Background: an optimization exercise with open tools, aiming at small area. Do not read the settings as production practice. The RTL was checked by simulation tests, not by an equivalence proof against the original design. Power is estimated from default activity; no workload was simulated.

===== design/flow/config.mk =====
export PLATFORM = sky130hd
export DESIGN_NAME = top_level
export DESIGN_NICKNAME = top_level
export VERILOG_FILES = /design/flow/design.v
export SDC_FILE = /design/flow/constraint.sdc
export NUM_CORES = 8
export LEC_CHECK = 0
export ABC_AREA = 1
export CAP_MARGIN = 20
export CORE_MARGIN = 2
export CORE_UTILIZATION = 40
export CTS_BUF_LIST = sky130_fd_sc_hd__clkbuf_4
export SLEW_MARGIN = 20

===== design/flow/constraint.sdc =====
create_clock -name core_clock -period 15.0 [get_ports {clk}]
set_input_delay 3.0000 -clock core_clock [delete_from_list [all_inputs] [get_ports {clk}]]
set_output_delay 3.0000 -clock core_clock [all_outputs]
set_load 0.01 [all_outputs]

===== design/flow/design.v =====
module clock_divider_1s(
    input  wire clk,
    input  wire rst_n,
    output wire tick,       
    output wire first,      
    output wire tick_d1,    
    output wire [4:0] ph    
);
    reg [14:0] s;
    reg f;
    wire z13 = ~|s[13:1];
    wire fb = s[14] ^ s[13] ^ (z13 & ~s[0]);
    always @(posedge clk or negedge rst_n) begin
        if (!rst_n) begin
            s <= 15'd0;
            f <= 1'b0;
        end else begin
            s <= {s[13:0], fb};
            if (s[14] & z13 & ~s[0]) f <= 1'b1;
        end
    end
    wire zhi = ~s[14] & z13;
    assign tick    = f & zhi & ~s[0];
    assign first   = ~f & zhi & ~s[0];
    assign tick_d1 = f & zhi & s[0];
    assign ph = s[4:0];
endmodule
module btn_onepulse(
    input  wire clk,
    input  wire rst_n,
    input  wire btn_n,   
    output reg  pulse    
);
    reg [1:0] sync;
    reg [9:0] cnt;
    reg db, db_d;
    wire full = cnt[9] & cnt[6] & cnt[5] & cnt[4] & cnt[3] & cnt[2] & cnt[0];
    wire fb = ~(cnt[9] ^ cnt[2]);
    always @(posedge clk or negedge rst_n) begin
        if (!rst_n) begin
            sync  <= 2'b00;
            cnt   <= 10'd0;
            db    <= 1'b0;
            db_d  <= 1'b0;
            pulse <= 1'b0;
        end else begin
            sync <= {sync[0], ~btn_n};
            if (sync[1] == db || full)
                cnt <= 10'd0;
            else
                cnt <= {cnt[8:0], fb};
            if (sync[1] != db && full)
                db <= sync[1];
            db_d  <= db;
            pulse <= db & ~db_d;
        end
    end
endmodule
module adjust_select(
    input  wire clk, rst_n,
    input  wire sw_mode,
    input  wire sel_pulse, up_pulse, down_pulse,
    input  wire first, tick_d1,
    output wire inc_sec, dec_sec, inc_min, dec_min, inc_hour, dec_hour,
    output wire inc_day, dec_day, inc_mon, dec_mon, inc_year, dec_year,
    output wire en_sec, en_min, en_hour, en_day, en_mon, en_year,
    output wire e76, e54, e32, e10         
);
    reg sw_mode_d, up_r, dn_r, nb;
    reg [1:0] idx, i_r;
    always @(posedge clk or negedge rst_n) begin
        if (!rst_n) begin
            sw_mode_d <= 1'b0;
            idx <= 2'd0;
            i_r <= 2'd0;
            up_r <= 1'b0;
            dn_r <= 1'b0;
            nb <= 1'b0;
        end else begin
            sw_mode_d <= sw_mode;
            i_r <= idx;
            up_r <= up_pulse;
            dn_r <= down_pulse & ~up_pulse;
            nb <= first | (nb ^ tick_d1);
            if (sw_mode != sw_mode_d)
                idx <= 2'd0;
            else if (sel_pulse)
                idx <= idx[1] ? 2'd0 : idx + 2'd1;
        end
    end
    wire f0 = ~i_r[1] & ~i_r[0];
    wire f1 = ~i_r[1] &  i_r[0];
    wire f2 =  i_r[1];
    wire t = ~sw_mode_d, d = sw_mode_d;
    assign inc_hour = up_r & t & f0;  assign dec_hour = dn_r & t & f0;
    assign inc_min  = up_r & t & f1;  assign dec_min  = dn_r & t & f1;
    assign inc_sec  = up_r & t & f2;  assign dec_sec  = dn_r & t & f2;
    assign inc_day  = up_r & d & f0;  assign dec_day  = dn_r & d & f0;
    assign inc_mon  = up_r & d & f1;  assign dec_mon  = dn_r & d & f1;
    assign inc_year = up_r & d & f2;  assign dec_year = dn_r & d & f2;
    wire adj = up_r | dn_r;
    assign en_hour = adj & t & f0;
    assign en_min  = adj & t & f1;
    assign en_sec  = adj & t & f2;
    assign en_day  = adj & d & f0;
    assign en_mon  = adj & d & f1;
    assign en_year = adj & d & f2;
    wire b = ~nb;
    assign e76 = b | (d & ~f2);
    assign e54 = b | ~((t & f0) | (d & f2));
    assign e32 = b | ~f1;
    assign e10 = b | ~((t & f2) | (d & f0));
endmodule
module bcd60(
    input  wire clk, rst_n,
    input  wire inc, dec,           
    output reg [2:0] q1,            
    output reg [3:0] q0,            
    output wire top                 
);
    assign top = (q1 == 3'd5) & (q0 == 4'd9);
    always @(posedge clk or negedge rst_n) begin
        if (!rst_n) begin
            q1 <= 3'd0; q0 <= 4'd0;
        end else if (inc) begin
            if (q0 == 4'd9) begin
                q0 <= 4'd0;
                q1 <= (q1 == 3'd5) ? 3'd0 : q1 + 3'd1;
            end else q0 <= q0 + 4'd1;
        end else if (dec) begin
            if (q0 == 4'd0) begin
                q0 <= 4'd9;
                q1 <= (q1 == 3'd0) ? 3'd5 : q1 - 3'd1;
            end else q0 <= q0 - 4'd1;
        end
    end
endmodule
module hour24(
    input  wire clk, rst_n,
    input  wire inc, dec,
    output reg [1:0] q1,
    output reg [3:0] q0,
    output wire top                 
);
    assign top = (q1 == 2'd2) & (q0 == 4'd3);
    wire bot = (q1 == 2'd0) & (q0 == 4'd0);
    always @(posedge clk or negedge rst_n) begin
        if (!rst_n) begin
            q1 <= 2'd0; q0 <= 4'd0;
        end else if (inc) begin
            if (top) begin
                q1 <= 2'd0; q0 <= 4'd0;
            end else if (q0 == 4'd9) begin
                q0 <= 4'd0; q1 <= q1 + 2'd1;
            end else q0 <= q0 + 4'd1;
        end else if (dec) begin
            if (bot) begin
                q1 <= 2'd2; q0 <= 4'd3;
            end else if (q0 == 4'd0) begin
                q0 <= 4'd9; q1 <= q1 - 2'd1;
            end else q0 <= q0 - 4'd1;
        end
    end
endmodule
module day31(
    input  wire clk, rst_n,
    input  wire inc, dec,
    input  wire m30, feb, leap,     
    output reg [1:0] q1,
    output reg [3:0] q0,
    output wire top                 
);
    wire [1:0] max1 = feb ? 2'd2 : 2'd3;
    wire [3:0] max0 = feb ? {3'b100, leap} : {3'b000, ~m30};
    assign top = (q1 == max1) & (q0 == max0);
    wire bot = (q1 == 2'd0) & (q0 == 4'd1);
    wire big = ({q1, q0} > {max1, max0});
    always @(posedge clk or negedge rst_n) begin
        if (!rst_n) begin
            q1 <= 2'd0; q0 <= 4'd1;
        end else if (big) begin
            q1 <= 2'd0; q0 <= 4'd1;
        end else if (inc) begin
            if (top) begin
                q1 <= 2'd0; q0 <= 4'd1;
            end else if (q0 == 4'd9) begin
                q0 <= 4'd0; q1 <= q1 + 2'd1;
            end else q0 <= q0 + 4'd1;
        end else if (dec) begin
            if (bot) begin
                q1 <= max1; q0 <= max0;
            end else if (q0 == 4'd0) begin
                q0 <= 4'd9; q1 <= q1 - 2'd1;
            end else q0 <= q0 - 4'd1;
        end
    end
endmodule
module month12(
    input  wire clk, rst_n,
    input  wire inc, dec,
    output reg       q1,
    output reg [3:0] q0,
    output wire top                 
);
    assign top = q1 & (q0 == 4'd2);
    wire bot = ~q1 & (q0 == 4'd1);
    always @(posedge clk or negedge rst_n) begin
        if (!rst_n) begin
            q1 <= 1'b0; q0 <= 4'd1;
        end else if (inc) begin
            if (top) begin
                q1 <= 1'b0; q0 <= 4'd1;
            end else if (q0 == 4'd9) begin
                q1 <= 1'b1; q0 <= 4'd0;
            end else q0 <= q0 + 4'd1;
        end else if (dec) begin
            if (bot) begin
                q1 <= 1'b1; q0 <= 4'd2;
            end else if (q0 == 4'd0) begin
                q1 <= 1'b0; q0 <= 4'd9;
            end else q0 <= q0 - 4'd1;
        end
    end
endmodule
module year16k(
    input  wire clk, rst_n,
    input  wire inc, dec,
    output reg [3:0] l1, l0,
    output reg [7:0] yh,
    output wire leap
);
    wire l00 = (l1 == 4'd0) & (l0 == 4'd0);
    wire l99 = (l1 == 4'd9) & (l0 == 4'd9);
    wire l_div4 = l1[0] ? (l0 == 4'd2 || l0 == 4'd6) : (l0 == 4'd0 || l0 == 4'd4 || l0 == 4'd8);
    assign leap = l00 ? (yh[1:0] == 2'd0) : l_div4;
    wire ymax = (yh == 8'd163) & (l1 == 4'd8) & (l0 == 4'd3);
    wire ymin = (yh == 8'd0) & l00;
    always @(posedge clk or negedge rst_n) begin
        if (!rst_n) begin
            l1 <= 4'd0; l0 <= 4'd0; yh <= 8'd20;
        end else if (inc) begin
            if (ymax) begin
                yh <= 8'd0; l1 <= 4'd0; l0 <= 4'd0;
            end else if (l0 == 4'd9) begin
                l0 <= 4'd0;
                if (l1 == 4'd9) begin
                    l1 <= 4'd0; yh <= yh + 8'd1;
                end else l1 <= l1 + 4'd1;
            end else l0 <= l0 + 4'd1;
        end else if (dec) begin
            if (ymin) begin
                yh <= 8'd163; l1 <= 4'd8; l0 <= 4'd3;
            end else if (l0 == 4'd0) begin
                l0 <= 4'd9;
                if (l1 == 4'd0) begin
                    l1 <= 4'd9; yh <= yh - 8'd1;
                end else l1 <= l1 - 4'd1;
            end else l0 <= l0 - 4'd1;
        end
    end
endmodule
module yh_digits(
    input  wire [6:0] v,
    output reg  [3:0] t, o
);
    always @(*) begin
        if (v > 7'd99) begin
            t = 4'd9; o = 4'd9;
        end else begin
            t = v / 7'd10;
            o = v % 7'd10;
        end
    end
endmodule
module seg7(
    input  wire [3:0] v,
    output wire [6:0] s
);
    assign s[0] = (~v[3] & ~v[2] & ~v[1] & v[0]) | (v[2] & ~v[1] & ~v[0]);
    assign s[1] = v[2] & (v[1] ^ v[0]);
    assign s[2] = ~v[2] & v[1] & ~v[0];
    assign s[3] = (v[2] & ~(v[1] ^ v[0])) | (~v[3] & ~v[2] & ~v[1] & v[0]);
    assign s[4] = v[0] | (v[2] & ~v[1]);
    assign s[5] = (v[1] & v[0]) | (~v[2] & v[1]) | (~v[3] & ~v[2] & v[0]);
    assign s[6] = (~v[3] & ~v[2] & ~v[1]) | (v[2] & v[1] & v[0]);
endmodule
module top_level(
    input  wire clk,
    input  wire [3:0]  button,
    input  wire [17:0] SW,
    output wire [6:0]  HEX0, HEX1, HEX2, HEX3, HEX4, HEX5, HEX6, HEX7
);
    wire rst_n = button[3];
    wire sw_mode = SW[0];
    wire tick, first, tick_d1;
    wire [4:0] ph;
    clock_divider_1s u_div (.clk(clk), .rst_n(rst_n), .tick(tick), .first(first),
                            .tick_d1(tick_d1), .ph(ph));
    wire sel_pulse, up_pulse, down_pulse;
    btn_onepulse u_sel  (.clk(clk), .rst_n(rst_n), .btn_n(button[2]), .pulse(sel_pulse));
    btn_onepulse u_up   (.clk(clk), .rst_n(rst_n), .btn_n(button[1]), .pulse(up_pulse));
    btn_onepulse u_down (.clk(clk), .rst_n(rst_n), .btn_n(button[0]), .pulse(down_pulse));
    wire inc_sec, dec_sec, inc_min, dec_min, inc_hour, dec_hour;
    wire inc_day, dec_day, inc_mon, dec_mon, inc_year, dec_year;
    wire en_sec, en_min, en_hour, en_day, en_mon, en_year;
    wire e76, e54, e32, e10;
    adjust_select u_adj (
        .clk(clk), .rst_n(rst_n), .sw_mode(sw_mode),
        .sel_pulse(sel_pulse), .up_pulse(up_pulse), .down_pulse(down_pulse),
        .first(first), .tick_d1(tick_d1),
        .inc_sec(inc_sec), .dec_sec(dec_sec), .inc_min(inc_min), .dec_min(dec_min),
        .inc_hour(inc_hour), .dec_hour(dec_hour), .inc_day(inc_day), .dec_day(dec_day),
        .inc_mon(inc_mon), .dec_mon(dec_mon), .inc_year(inc_year), .dec_year(dec_year),
        .en_sec(en_sec), .en_min(en_min), .en_hour(en_hour),
        .en_day(en_day), .en_mon(en_mon), .en_year(en_year),
        .e76(e76), .e54(e54), .e32(e32), .e10(e10));
    reg c;
    wire carry_sec  = c & ph[0];
    wire carry_min  = c & ph[1];
    wire carry_hour = c & ph[2];
    wire carry_day  = c & ph[3];
    wire carry_mon  = c & ph[4];
    wire [2:0] s1, m1; wire [3:0] s0, m0, h0, d0, o0, l1, l0;
    wire [1:0] h1, d1; wire o1; wire [7:0] yh;
    wire s_top, m_top, h_top, d_top, o_top, leap;
    bcd60 u_sec (.clk(clk), .rst_n(rst_n), .inc(inc_sec | (~en_sec & tick)), .dec(dec_sec),
                 .q1(s1), .q0(s0), .top(s_top));
    bcd60 u_min (.clk(clk), .rst_n(rst_n), .inc(inc_min | (~en_min & carry_sec)), .dec(dec_min),
                 .q1(m1), .q0(m0), .top(m_top));
    hour24 u_hour (.clk(clk), .rst_n(rst_n), .inc(inc_hour | (~en_hour & carry_min)), .dec(dec_hour),
                   .q1(h1), .q0(h0), .top(h_top));
    wire m30 = ~o1 ? (o0 == 4'd4 || o0 == 4'd6 || o0 == 4'd9) : (o0 == 4'd1);
    wire feb = ~o1 & (o0 == 4'd2);
    day31 u_day (.clk(clk), .rst_n(rst_n), .inc(inc_day | (~en_day & carry_hour)), .dec(dec_day),
                 .m30(m30), .feb(feb), .leap(leap), .q1(d1), .q0(d0), .top(d_top));
    month12 u_mon (.clk(clk), .rst_n(rst_n), .inc(inc_mon | (~en_mon & carry_day)), .dec(dec_mon),
                   .q1(o1), .q0(o0), .top(o_top));
    year16k u_year (.clk(clk), .rst_n(rst_n), .inc(inc_year | (~en_year & carry_mon)), .dec(dec_year),
                    .l1(l1), .l0(l0), .yh(yh), .leap(leap));
    always @(posedge clk or negedge rst_n) begin
        if (!rst_n) c <= 1'b0;
        else c <= (tick & ~en_sec & s_top)
                | (carry_sec & ~en_min & m_top)
                | (carry_min & ~en_hour & h_top)
                | (carry_hour & ~en_day & d_top)
                | (carry_day & ~en_mon & o_top);
    end
    wire [3:0] y3, y2;
    yh_digits u_yh (.v(yh[6:0]), .t(y3), .o(y2));
    wire [3:0] dg7 = y3;
    wire [3:0] dg6 = y2;
    wire [3:0] dg5 = sw_mode ? l1 : {2'b00, h1};
    wire [3:0] dg4 = sw_mode ? l0 : h0;
    wire [3:0] dg3 = sw_mode ? {3'b000, o1} : {1'b0, m1};
    wire [3:0] dg2 = sw_mode ? o0 : m0;
    wire [3:0] dg1 = sw_mode ? {2'b00, d1} : {1'b0, s1};
    wire [3:0] dg0 = sw_mode ? d0 : s0;
    wire [6:0] g7, g6, g5, g4, g3, g2, g1, g0;
    seg7 u7 (.v(dg7), .s(g7));
    seg7 u6 (.v(dg6), .s(g6));
    seg7 u5 (.v(dg5), .s(g5));
    seg7 u4 (.v(dg4), .s(g4));
    seg7 u3 (.v(dg3), .s(g3));
    seg7 u2 (.v(dg2), .s(g2));
    seg7 u1 (.v(dg1), .s(g1));
    seg7 u0 (.v(dg0), .s(g0));
    assign HEX7 = g7 | {7{~(sw_mode & e76)}};
    assign HEX6 = g6 | {7{~(sw_mode & e76)}};
    assign HEX5 = g5 | {7{~e54}};
    assign HEX4 = g4 | {7{~e54}};
    assign HEX3 = g3 | {7{~e32}};
    assign HEX2 = g2 | {7{~e32}};
    assign HEX1 = g1 | {7{~e10}};
    assign HEX0 = g0 | {7{~e10}};
endmodule

===== design/flow/flow/run.sh =====
#!/bin/bash
# Layout flow: the standard flow (standard.sh) with these changes
#  - synthesis maps the logic with an area-oriented ABC script (flow/area.abc)
#    and without extracting half/full adder cells;
#  - ports are buffered with buf_1 cells;
#  - clock tree built with small clock buffers.
set -euo pipefail
export FLOW_WORK=$PWD
export FLOW_ABC_SCRIPT=$PWD/flow/area.abc
bash standard.sh \
  SYNTH_SCRIPT=$PWD/flow/synth.tcl \
  ADDER_MAP_FILE= \
  "BUFFER_PORTS_ARGS=-buffer_cell sky130_fd_sc_hd__buf_1" \
  finish > flow.log 2>&1

===== design/flow/flow/area.abc =====
strash
&get -n
&fraig -x
&put
scorr
dc2
strash
&get -n
&deepsyn -T 60
&dch -f
&nf -R 1000 -p
&put

===== design/flow/flow/synth.tcl =====
# The standard flow's synthesis (synth_recipe.tcl, which runs ORFS's synth.tcl) with one
# change: ABC maps the logic with flow/area.abc, an area-oriented script, in
# place of ORFS's abc_area.script.  Registers are mapped before ABC runs and
# are not touched by it.
proc abc {args} {
  set i [lsearch -exact $args -script]
  if {$i >= 0} {
    lset args [expr {$i + 1}] $::env(FLOW_ABC_SCRIPT)
  }
  yosys abc {*}$args
}
source $::env(FLOW_WORK)/synth_recipe.tcl

===== design/flow/standard.sh =====
#!/bin/bash
# synth_recipe.tcl (not shown) runs the flow's synth.tcl, then flattens the netlist and writes it again
# the make line also repeats each setting of config.mk as NAME=value (left out here)
make -C /OpenROAD-flow-scripts/flow DESIGN_CONFIG=/design/flow/config.mk WORK_HOME=/design/flow/orfs CLKGATE_MAP_FILE= SYNTH_SCRIPT=/design/flow/synth_recipe.tcl "${@:-finish}"

==> run notes <==
----------------------------------------------------
[Run status]
  Status ... complete, no violations

[Placed design]
  Buffers on Ports ... between 60 and 70
  Area of placed instances ... between 6000 and 7000 um^2
  Final RePlAce weighted congestion ... 0.902
  Post-placement setup slack ... 6.80 ns
  Total half-perimeter wirelength after legalization and detailed placement ... 9410 um

[Clock network]
  Clock tree sinks ... 117
  Later-pin clock latency in the skew report ... about 0.51 ns
  Clock root buffer ... clkbuf_4
  Post-CTS Setup Repair Bufs ... 0
  Depth of the CTS H-tree ... 4
  Clk slew on worst S/H paths ... 0.10 ns
  CTS buffer count ... 17
  Number of buffers on the longest clock path ... 2
  CTS tree ... done
  Post-cts hold buffer count ... 0
  Cts repair resizes ... 0

[Worst setup path]
  Critical path startpoint ... SW[0]
  Maximum fanout along the worst path ... 29
  Kind of critical path ... input pin to primary output
  CP Capture Type ... primary output
  Sort of element at the start of the critical path ... input pin
  Critical Path Slowest Stage Cell ... a21oi_1
  Worst reg2reg path startpoint ... u_adj.up_r$_DFF_PN0_
  Cell family with the largest share of critical-path delay ... buffers and inverters
  Worst endpoint required time ... 12.00 ns
  Cell chain of the critical path ... buf_1 -> buf_4 -> clkinv_1 -> a21oi_1 -> nand3_1 -> o21ai_0 -> nand3_1 -> a21boi_0 -> buf_1
  Sum of buffers and inverters on the critical path ... 4
  Critical Path Max Stage Delay ... between 0.5 and 0.6 ns
  Arrival time of the worst setup path ... 5.17 ns

[Die]
  Area of the placeable core ... approximately 15000 um^2
  Die outline height ... 127 um
  Number of top-level design ports ... 79
  Floorplan die width ... 127 um
  Row cnt ... 44
  Initial Util ... 41.2%
  Floorplan die area ... 16100 um^2

[STA]
  Worst-Margin Slew ... 0.989 ns
  Final setup skew ... 0.0123 ns
  Total count of hold-check failures in the final report ... 0
  Final-layout setup total negative slack ... 0 ns
  Worst hold slack ... around 0.36 ns
  Min Tclk post-route ... 8.17 ns
  Final critical-path setup slack ... 6.83 ns
  Final Slew Violations ... 0
  Tcrit/Tclk final ... 54.4%
  Count of endpoints failing setup in the final report ... 0
  Fmax ... 0.122 GHz
  RSZ-0062 raised after global routing ... false
  Worst slew margin relative to its limit ... 33.4%

[Global routing]
  Global-route wire length before repair ... 23200 um
  Largest net degree at the start of global routing ... 85
  Gr ovfl total ... 0
  Vias in the first global route ... 5014
  Global-route usage over all layers ... 17.6%
  Number of antenna violations at the first check in global routing ... 1

[Synth]
  Total standard cell area after synthesis ... between 6000 and 7000 um^2
  Flops & latches, synth ... 117
  Fraction of registers with async set or reset after synthesis ... 100%
  Post-synthesis net count ... 691
  Synthesized area divided by synthesized cell count ... 9.02 um^2
  Number of enable flip-flop cells after synthesis ... 0
  Number of warnings issued by yosys ... 10
  Library cells used by synthesis ... 49
  Most common flop cell mapped by yosys ... dfrtp_1
  Part of the Yosys area used for sequential elements ... roughly half
  Number of instances in the synthesized netlist ... 668

[Flow run]
  Number of violations of the max-capacitance limit ... 0

[Worst hold path]
  Type of the tightest min-delay check ... register to register
  Startpoint of the most critical hold path ... u_up.sync[0]$_DFF_PN0_

[Route]
  Antenna violation net count after detailed routing ... 0
  Drt wl/cell ... 13.8 um
  Mean number of vias per cell ... 5.48
  Vias post-DR ... 5196
  Wirelength, routed ... between 10000 and 15000 um
  Count of TritonRoute iterations in the first routing pass ... 5
  Number of design rule violations left after detail routing ... 0
  DRC violation total after the first TritonRoute iteration ... 407

[Finish]
  Fin nets ... approximately 770
  Share of final-layout standard cells stronger than drive strength 1 ... under 10%
  Cell area after layout ... between 6000 and 7000 um^2
  Growth of design area from synthesis to finish ... 12.9%

[Power]
  Proportion of power drawn by the clock network ... 40.2%
  Worst vdd ir ... approximately 54 uV
  Seq pwr share ... 54.7%
  Switch share ... between 20% and 30%
  Combinational group share of total power ... 5.1%
  Leakage ... 3.03 nW
  Power Density ... approximately 86 nW/um^2
  Net Switching ... 0.000142 W
  Internal power summed over all cells ... roughly 0.00044 W

----------------------------------------------------
layer usage:
layer / global-route usage, % / wire, um / vias up
met5: 0 / 0 / -
met3: 4.39 / 602 / 16
met4: 6.14 / 182 / 0
li1: - / - / 2547
met1: 23.1 / 6010 / 2508
met2: 28.6 / 6320 / 125
layout make-up:
| type | count | area, um^2 |
|---|---|---|
| fill | 1439 | 7840 |
| multi-input combinational | 528 | 3010 |
| sequential | 117 | 2930 |
| timing repair buffer | 63 | 251 |
| tap | 184 | 230 |
| clock inverter | 14 | 160 |
| clock buffer | 18 | 135 |
| inverter | 23 | 86.3 |
| antenna | 1 | 2.50 |
cells in the final DEF, fill, tap and decap left out, types with 6 or more instances in the layout:
cell type  count
nor2b_1       40
dfrtp_1      113
xor2_1        18
nand2_1       91
a31oi_1       11
o21ai_0       51
nor2_1        72
nand3_1       20
a21boi_0       7
buf_1         60
nand4_1        6
nor4_1         8
o31ai_1        6
a21o_1         6
nand2b_1      26
clkinv_1      24
xnor2_1       20
clkbuf_4      19
nor3_1        24
a21oi_1       39
a22oi_1        9
and2_0         6
mux2_1         7
per-stage QoR:
| stage | total power (W) | instances | utilization, % |
|---|---|---|---|
| finish | 0.000584 | 948 | 46.5 |
| global route | 0.000616 | 948 | 46.5 |
| detailed placement | 0.000356 | 915 | 44.4 |
| CTS | 0.000595 | 947 | 46.4 |
| floorplan | 0.000340 | 668 | - |
| global placement | 0.000355 | 915 | 44.4 |
synthesized netlist by cell type, drive strengths merged, types with 2 or more instances:
| master | number | share of area, % |
|---|---|---|
| a2111oi | 3 | 0.44 |
| a211oi | 4 | 0.50 |
| a21boi | 7 | 0.87 |
| a21o | 6 | 0.75 |
| a21oi | 39 | 3.2 |
| a221oi | 3 | 0.44 |
| a22o | 3 | 0.44 |
| a22oi | 9 | 1.1 |
| a2bb2oi | 2 | 0.29 |
| a31o | 2 | 0.29 |
| a31oi | 11 | 1.1 |
| a32oi | 2 | 0.29 |
| and2 | 6 | 0.62 |
| and3 | 2 | 0.21 |
| clkinv | 23 | 1.4 |
| dfrtp | 113 | 47 |
| dfstp | 4 | 1.7 |
| mux2 | 7 | 1.3 |
| mux2i | 5 | 0.83 |
| nand2 | 91 | 5.7 |
| nand2b | 26 | 2.7 |
| nand3 | 20 | 1.7 |
| nand3b | 2 | 0.25 |
| nand4 | 6 | 0.62 |
| nor2 | 72 | 4.5 |
| nor2b | 40 | 4.2 |
| nor3 | 24 | 2.0 |
| nor3b | 3 | 0.37 |
| nor4 | 8 | 0.83 |
| o211ai | 3 | 0.37 |
| o21a | 4 | 0.50 |
| o21ai | 52 | 4.3 |
| o221ai | 2 | 0.29 |
| o22ai | 3 | 0.31 |
| o31ai | 6 | 0.75 |
| o41ai | 4 | 0.58 |
| or2 | 2 | 0.21 |
| or3 | 2 | 0.21 |
| xnor2 | 20 | 2.9 |
| xor2 | 18 | 2.6 |
registers in the layout, indices dropped and copies added (netlist names), 3 cells and up:
signal	count
u_year.l1	4
u_year.yh	8
u_min.q0	4
u_sec.q1	3
u_mon.q0	4
u_day.q0	4
u_down.cnt	10
u_sel.cnt	10
u_div.s	15
u_min.q1	3
u_up.cnt	10
u_year.l0	4
u_sec.q0	4
u_hour.q0	4
kinds of logic (layout without fill, tap and decap cells):
logic type | after synthesis | after routing | share of synthesized area (%)
simple gates | 307 | 307 | 24.4
other cells | 0 | 1 | 0
flops | 117 | 117 | 48.7
mux | 12 | 12 | 2.14
compound gates | 171 | 171 | 17.8
xor+xnor | 38 | 38 | 5.52
buf+inv | 23 | 118 | 1.43
path summary, 6_finish.rpt:
kind / end / slack (ns) / cells past startpoint
worst max-delay path: HEX6[2] / 6.83 / 9
worst min-delay path: u_up.sync[1]$_DFF_PN0_ / 0.36 / 0
worst max register to register: u_year.yh[4]$_DFFE_PN1P_ / 10.26 / 16
worst min register to register: u_up.sync[1]$_DFF_PN0_ / 0.36 / 0
max in group asynchronous: u_down.cnt[6]$_DFF_PN0_ / 11.48 / 2
min in group asynchronous: u_year.yh[0]$_DFFE_PN0P_ / 2.45 / 1
power by group through the flow:
stage | clock network (W) | logic (W) | registers, W
after floorplan | 0 | 0.0000149 | 0.000325
after global placement | 0 | 0.0000298 | 0.000326
after detailed placement | 0 | 0.0000305 | 0.000326
after CTS | 0.000245 | 0.0000306 | 0.000319
after global routing | 0.000262 | 0.0000340 | 0.000320
final | 0.000235 | 0.0000298 | 0.000319

-- what the ideal ports hide --
In the flow no input, the clock included, has a driving cell. The finished layout below was timed again as built, in two steps.
Step 1: set_driving_cell puts a clkbuf_16 on clk and a buf_2 on each other input, an assumption about the parent block.
Step 2 also shifts input and output timing later by t, the mid clock arrival at the registers, as if the neighbouring blocks saw the same clock.
Slacks: ideal ports / drivers / drivers and shift; pairs: ideal ports / drivers.
t, ns: 0.545
slack for setup (ns): 6.834 / 6.812 / 6.812
worst data-port slew with drivers (ns): 0.03
After both steps setup and hold are still met in this run. For this run, drivers alone change the setup slack by -0.022 ns; drivers and shift together by -0.022 ns.
